This is an optimization exercise on Yosys and OpenROAD, whose aim is small area, a short achievable clock period and few clock cycles per item, not a production implementation. Where RTL was checked, it was by simulation tests only, not by an equivalence proof against the original.

## v6
==> flow/design.v <==
module NoekeonGammaSbox(
	input wire	[3:0]	inData,
	output wire	[3:0]	outData
);
assign outData =
	(inData == 4'h0) ? 4'h7:
	(inData == 4'h1) ? 4'hA:
	(inData == 4'h2) ? 4'h2:
	(inData == 4'h3) ? 4'hC:
	(inData == 4'h4) ? 4'h4:
	(inData == 4'h5) ? 4'h8:
	(inData == 4'h6) ? 4'hF:
	(inData == 4'h7) ? 4'h0:
	(inData == 4'h8) ? 4'h5:
	(inData == 4'h9) ? 4'h9:
	(inData == 4'hA) ? 4'h1:
	(inData == 4'hB) ? 4'hE:
	(inData == 4'hC) ? 4'h3:
	(inData == 4'hD) ? 4'hD:
	(inData == 4'hE) ? 4'hB:
	4'h6;
endmodule
module NoekeonGamma(
	input wire	[127:0]	inData,
	output wire	[127:0]	outData
);
genvar i;
generate
	for (i = 0; i < 32; i = i + 1) begin : sbox
		NoekeonGammaSbox s(
			.inData({inData[96+i], inData[64+i], inData[32+i], inData[i]}),
			.outData({outData[96+i], outData[64+i], outData[32+i], outData[i]})
		);
	end
endgenerate
endmodule
module NoekeonPi1(
	input wire	[127:0]	inData,
	output wire	[127:0]	outData
);
assign outData[31:0]		= inData[31:0];
assign outData[63:32]	= {inData[62:32],inData[63]};
assign outData[95:64]	= {inData[90:64],inData[95:91]};
assign outData[127:96]	= {inData[125:96],inData[127:126]};
endmodule
module NoekeonPi2(
	input wire	[127:0]	inData,
	output wire	[127:0]	outData
);
assign outData[31:0]		= inData[31:0];
assign outData[63:32]	= {inData[32],inData[63:33]};
assign outData[95:64]	= {inData[68:64],inData[95:69]};
assign outData[127:96]	= {inData[97:96],inData[127:98]};
endmodule
module NoekeonTheta(
	input wire	[127:0]	inData,
	input wire	[127:0]	inVec,
	output wire	[127:0]	outData
);
wire	[31:0]	p02 = inData[31:0] ^ inData[95:64];
wire	[31:0]	p13 = inData[63:32] ^ inData[127:96];
wire	[31:0]	q02 = p02 ^ {p02[23:0], p02[31:24]};
wire	[31:0]	q13 = p13 ^ {p13[23:0], p13[31:24]};
wire	[31:0]	r02 = {p02[7:0], p02[31:8]};
wire	[31:0]	r13 = {p13[7:0], p13[31:8]};
wire	[127:0]	a = inData ^ inVec;
assign outData[31:0]   = (a[31:0]   ^ r13) ^ q13;
assign outData[63:32]  = (a[63:32]  ^ r02) ^ q02;
assign outData[95:64]  = (a[95:64]  ^ r13) ^ q13;
assign outData[127:96] = (a[127:96] ^ r02) ^ q02;
endmodule
module NoekeonMix(
	input wire	[31:0]	inData,
	output wire	[31:0]	outData
);
assign outData = inData ^ {inData[23:0], inData[31:24]} ^ {inData[7:0], inData[31:8]};
endmodule
module NoekeonKeyTheta(
	input wire	[127:0]	inKey,
	input wire				inUseK,
	input wire				inUseU,
	input wire				inUseT,
	output wire	[127:0]	outKey
);
wire	[31:0]	u;
wire	[31:0]	t;
NoekeonMix mixU(.inData(inKey[63:32] ^ inKey[127:96]), .outData(u));
NoekeonMix mixT(.inData(inKey[31:0] ^ inKey[95:64]), .outData(t));
wire	[31:0]	uu = u & {32{inUseU}};
wire	[31:0]	tt = t & {32{inUseT}};
wire	[127:0]	kk = inKey & {128{inUseK}};
assign outKey = kk ^ {tt, uu, tt, uu};
endmodule
module NoekeonRoundSh(
	input wire	[127:0]	inData,
	input wire	[127:0]	inVec,
	output wire	[127:0]	outData
);
wire	[127:0]	p1;
wire	[127:0]	g;
wire	[127:0]	p2;
NoekeonPi1 noekeon_Pi1(.inData(inData), .outData(p1));
NoekeonGamma noekeon_Gamma(.inData(p1), .outData(g));
NoekeonPi2 noekeon_Pi2(.inData(g), .outData(p2));
NoekeonTheta noekeon_Theta(.inData(p2), .inVec(inVec), .outData(outData));
endmodule
module NoekeonLastRoundSh(
	input wire	[127:0]	inData,
	output wire	[127:0]	outData
);
wire	[127:0]	p1;
wire	[127:0]	g;
NoekeonPi1 noekeon_Pi1(.inData(inData), .outData(p1));
NoekeonGamma noekeon_Gamma(.inData(p1), .outData(g));
NoekeonPi2 noekeon_Pi2(.inData(g), .outData(outData));
endmodule
module NoekeonConstatBox(
	input wire	[7:0]		inRc,
	input wire				inDecipher,
	output wire	[7:0]		outRcNext,
	output wire	[127:0]	outConst
);
wire	[7:0]	fwd = {inRc[6:0], 1'b0} ^ (inRc[7] ? 8'h1B : 8'h00);
wire	[7:0]	rc1 = inRc ^ (inRc[0] ? 8'h1B : 8'h00);
wire	[7:0]	bwd = {inRc[0], rc1[7:1]};
assign outRcNext = inDecipher ? bwd : fwd;
wire	[7:0]	e = inDecipher ? 8'h00 : inRc;
wire	[31:0]	w13 = {e, 8'h00, e, e};
assign outConst = {w13, 32'h0, w13, 24'h0, inRc};
endmodule
module NoekeonDataReg(
	input wire				inClk,
	input wire				inBusy,
	input wire				inLoad,
	input wire				inLoadZero,
	input wire	[127:0]	inDataExt,
	input wire	[127:0]	inDataInt,
	output wire	[127:0]	outData
);
reg [127:0]		DataReg;
wire	[127:0]	preRound;
NoekeonLastRoundSh noekeon_PreRound(.inData(inDataExt), .outData(preRound));
localparam [127:0] PRE_ZERO = {32'h0, {96{1'b1}}};
always @(posedge inClk) begin
	if (inBusy == 1'b1)
		DataReg <= inDataInt;
	else if (inLoad == 1'b1)
		DataReg <= preRound;
	else if (inLoadZero == 1'b1)
		DataReg <= PRE_ZERO;
end
assign outData = DataReg;
endmodule
module NoekeonDataOutReg(
	input wire	[127:0]	inData,
	output wire	[127:0]	outData
);
assign outData = inData;
endmodule
module NoekeonKeyReg(
	input wire				inClk,
	input wire				inReset,
	input wire				inKeyWrExt,
	input wire	[127:0]	inKeyDataExt,
	input wire				inKeyWrInt,
	input wire	[127:0]	inKeyDataInt,
	output wire	[127:0]	outKey,
	output wire				outValid
);
reg [127:0]		KeyReg;
reg				regValid;
always @(posedge inClk) begin
	if (inKeyWrExt == 1'b1)
		KeyReg <= inKeyDataExt;
	else if (inKeyWrInt == 1'b1)
		KeyReg <= inKeyDataInt;
end
always @(posedge inClk or posedge inReset) begin
	if (inReset == 1'b1)
		regValid <= 1'b0;
	else if (inKeyWrExt == 1'b1)
		regValid <= 1'b1;
end
assign outKey = KeyReg;
assign outValid = regValid;
endmodule
module NoekeonControl(
	input wire				inClk,
	input wire				inReset,
	input wire				inMode,
	input wire				inDecipher,
	input wire				inDataWr,
	input wire				inKeyWr,
	input wire				inKeyValid,
	input wire	[7:0]		inRcNext,
	output wire				outBusy,
	output wire				outDecipher,
	output wire	[7:0]		outRc,
	output wire				outDataLoad,	 
	output wire				outZeroLoad,	 
	output wire				outKeyWrExt,	 
	output wire				outKeyWrInt,	 
	output wire				outUseK,
	output wire				outUseU,
	output wire				outUseT
);
reg				regBusy;
reg				regWb;
reg				regFirst;
reg				regMode;
reg				regDecipher;
reg	[7:0]		regRc;
wire	startKey  = ~regBusy & inKeyWr & inMode;
wire	startData = ~regBusy & inDataWr & ~(inKeyWr & inMode);
wire	last      = ~regFirst & (regRc == (regDecipher ? 8'h80 : 8'hD4));
always @(posedge inClk or posedge inReset) begin
	if (inReset == 1'b1)
		regBusy <= 1'b0;
	else if (regBusy == 1'b0)
		regBusy <= startKey | startData;
	else if (regWb == 1'b1)
		regBusy <= 1'b0;
	else if ((last == 1'b1) && (regMode == 1'b0))
		regBusy <= 1'b0;
end
always @(posedge inClk) begin
	regFirst <= ~regBusy;
	if (regBusy == 1'b0) begin
		regWb <= 1'b0;
		regMode <= inKeyWr & inMode;
		regDecipher <= inDecipher & ~(inKeyWr & inMode);
		regRc <= (inDecipher & ~(inKeyWr & inMode)) ? 8'hD4 : 8'h80;
	end else begin
		regWb <= last & regMode;
		regRc <= inRcNext;
	end
end
wire	useFirstKey = regMode & regFirst;
assign outBusy = regBusy;
assign outDecipher = regDecipher;
assign outRc = regRc;
assign outDataLoad = startData;
assign outZeroLoad = startKey;
assign outKeyWrExt = ~regBusy & inKeyWr;
assign outKeyWrInt = regBusy & regWb;
assign outUseK = inKeyValid & (~regMode | regFirst);
assign outUseU = inKeyValid & ((~regDecipher & ~regMode) | useFirstKey);
assign outUseT = inKeyValid & ((regDecipher & ~regMode) | useFirstKey);
endmodule
module Noekeon(
	input wire				inClk,
	input wire				inReset,
	input wire				inMode,			 
	input wire				inDecipher,		 
	input wire				inDataWr,
	input wire	[127:0]	inDataData,
	input wire				inKeyWr,
	input wire	[127:0]	inKeyData,
	output wire				outBusy,
	output wire	[127:0]	outData
);
wire			busy;
wire			decipher;
wire	[7:0]	rc;
wire	[7:0]	rcNext;
wire			dataLoad;
wire			zeroLoad;
wire			keyWrExt;
wire			keyWrInt;
wire			keyValid;
wire			useK;
wire			useU;
wire			useT;
wire	[127:0]	key;
wire	[127:0]	keyVec;
wire	[127:0]	constVec;
wire	[127:0]	state;
wire	[127:0]	roundData;
NoekeonControl noekeon_Control(
	.inClk(inClk),
	.inReset(inReset),
	.inMode(inMode),
	.inDecipher(inDecipher),
	.inDataWr(inDataWr),
	.inKeyWr(inKeyWr),
	.inKeyValid(keyValid),
	.inRcNext(rcNext),
	.outBusy(busy),
	.outDecipher(decipher),
	.outRc(rc),
	.outDataLoad(dataLoad),
	.outZeroLoad(zeroLoad),
	.outKeyWrExt(keyWrExt),
	.outKeyWrInt(keyWrInt),
	.outUseK(useK),
	.outUseU(useU),
	.outUseT(useT)
);
NoekeonKeyReg noekeon_KeyReg(
	.inClk(inClk),
	.inReset(inReset),
	.inKeyWrExt(keyWrExt),
	.inKeyDataExt(inKeyData),
	.inKeyWrInt(keyWrInt),
	.inKeyDataInt(state),
	.outKey(key),
	.outValid(keyValid)
);
NoekeonKeyTheta noekeon_KeyTheta(
	.inKey(key),
	.inUseK(useK),
	.inUseU(useU),
	.inUseT(useT),
	.outKey(keyVec)
);
NoekeonConstatBox noekeon_ConstatBox(
	.inRc(rc),
	.inDecipher(decipher),
	.outRcNext(rcNext),
	.outConst(constVec)
);
NoekeonRoundSh noekeon_RoundSh(
	.inData(state),
	.inVec(keyVec ^ constVec),
	.outData(roundData)
);
NoekeonDataReg noekeon_DataReg(
	.inClk(inClk),
	.inBusy(busy),
	.inLoad(dataLoad),
	.inLoadZero(zeroLoad),
	.inDataExt(inDataData),
	.inDataInt(roundData),
	.outData(state)
);
NoekeonDataOutReg noekeon_DataOutReg(
	.inData(state),
	.outData(outData)
);
assign outBusy = busy;
endmodule
Settings: LEC_CHECK=0, CAP_MARGIN=20, CORE_MARGIN=2, CORE_UTILIZATION=40, PLACE_DENSITY=0.95, SETUP_SLACK_MARGIN=1.5, SLEW_MARGIN=20; clock period 5.0 ns.
standard.sh (not shown) runs the stock make flow with config.mk's settings and CLKGATE_MAP_FILE= SYNTH_SCRIPT=/design/flow/synth_recipe.tcl, a recipe that flattens the netlist after the stock synthesis.
==> flow/flow/run.sh <==
#!/bin/bash
# The standard ORFS layout, with each port's buffer made with the
# smallest buffer cell instead of the one buffer_ports picks by default.
# Every input and output port still gets its own buffer.
set -euo pipefail
export BUFFER_PORTS_ARGS="-buffer_cell sky130_fd_sc_hd__buf_1"
bash standard.sh finish > flow_standard.log 2>&1
## Diff of input files: v7 against v6
==> flow/design.v, changed modules only <==
module NoekeonGammaSbox(
	input wire	[3:0]	inData,
	output wire	[3:0]	outData
);
wire	a1a = inData[1] ^ (~inData[3] & ~inData[2]);
wire	a0a = inData[0] ^ (inData[2] & a1a);
wire	b0  = inData[3];
wire	b3  = a0a;
wire	b2  = inData[2] ^ b0 ^ a1a ^ b3;
wire	b1  = a1a ^ (~b3 & ~b2);
wire	c0  = b0 ^ (b2 & b1);
assign outData = {b3, b2, b1, c0};
endmodule
Findings:
Taking v6 as the reference, in v7 count of clock buffers in the final design moved down.
Compared with v6, v7 shows a final worst setup slack that is 0.087 ns lower.
| global-route usage | v6 vs v7 | ≈ equal |
Compared to v6, v7 was floorplanned on a bigger die.
Testbench counts of v7, summed over its fixed seeds: cycles 6,928, items 368.
Function not checked in v6: the RTL went through the layout flow alone.

port drivers added, routing unchanged:
The results above use ideal ports. As a check the final layouts listed here were re-extracted and re-timed, cells and wires unchanged.
Step 1: set_driving_cell puts a clkbuf_16 on inClk and a buf_2 on each other input, an assumption about the parent block.
Step 2 moves the port delays by t, midway between the first and last clock arrival at a register: inputs arrive t later, outputs are due t later. That takes back most of the time a late clock gives input paths.
Three values: ideal ports, drivers, drivers and shift; two values: the first two.
run | t, ns | setup slack, ns | worst register clock-pin slew, ns | cell pins on the clock port's net
v6 | 0.647 | 1.613 / 1.613 / 1.613 | 0.07 / 0.07 | 1
v7 | 0.649 | 1.526 / 1.526 / 1.442 | 0.07 / 0.07 | 1
After both steps every run listed still meets setup and hold. For v7, which loses most, drivers alone change the setup slack by 0.000 ns; drivers and shift together by -0.084 ns.
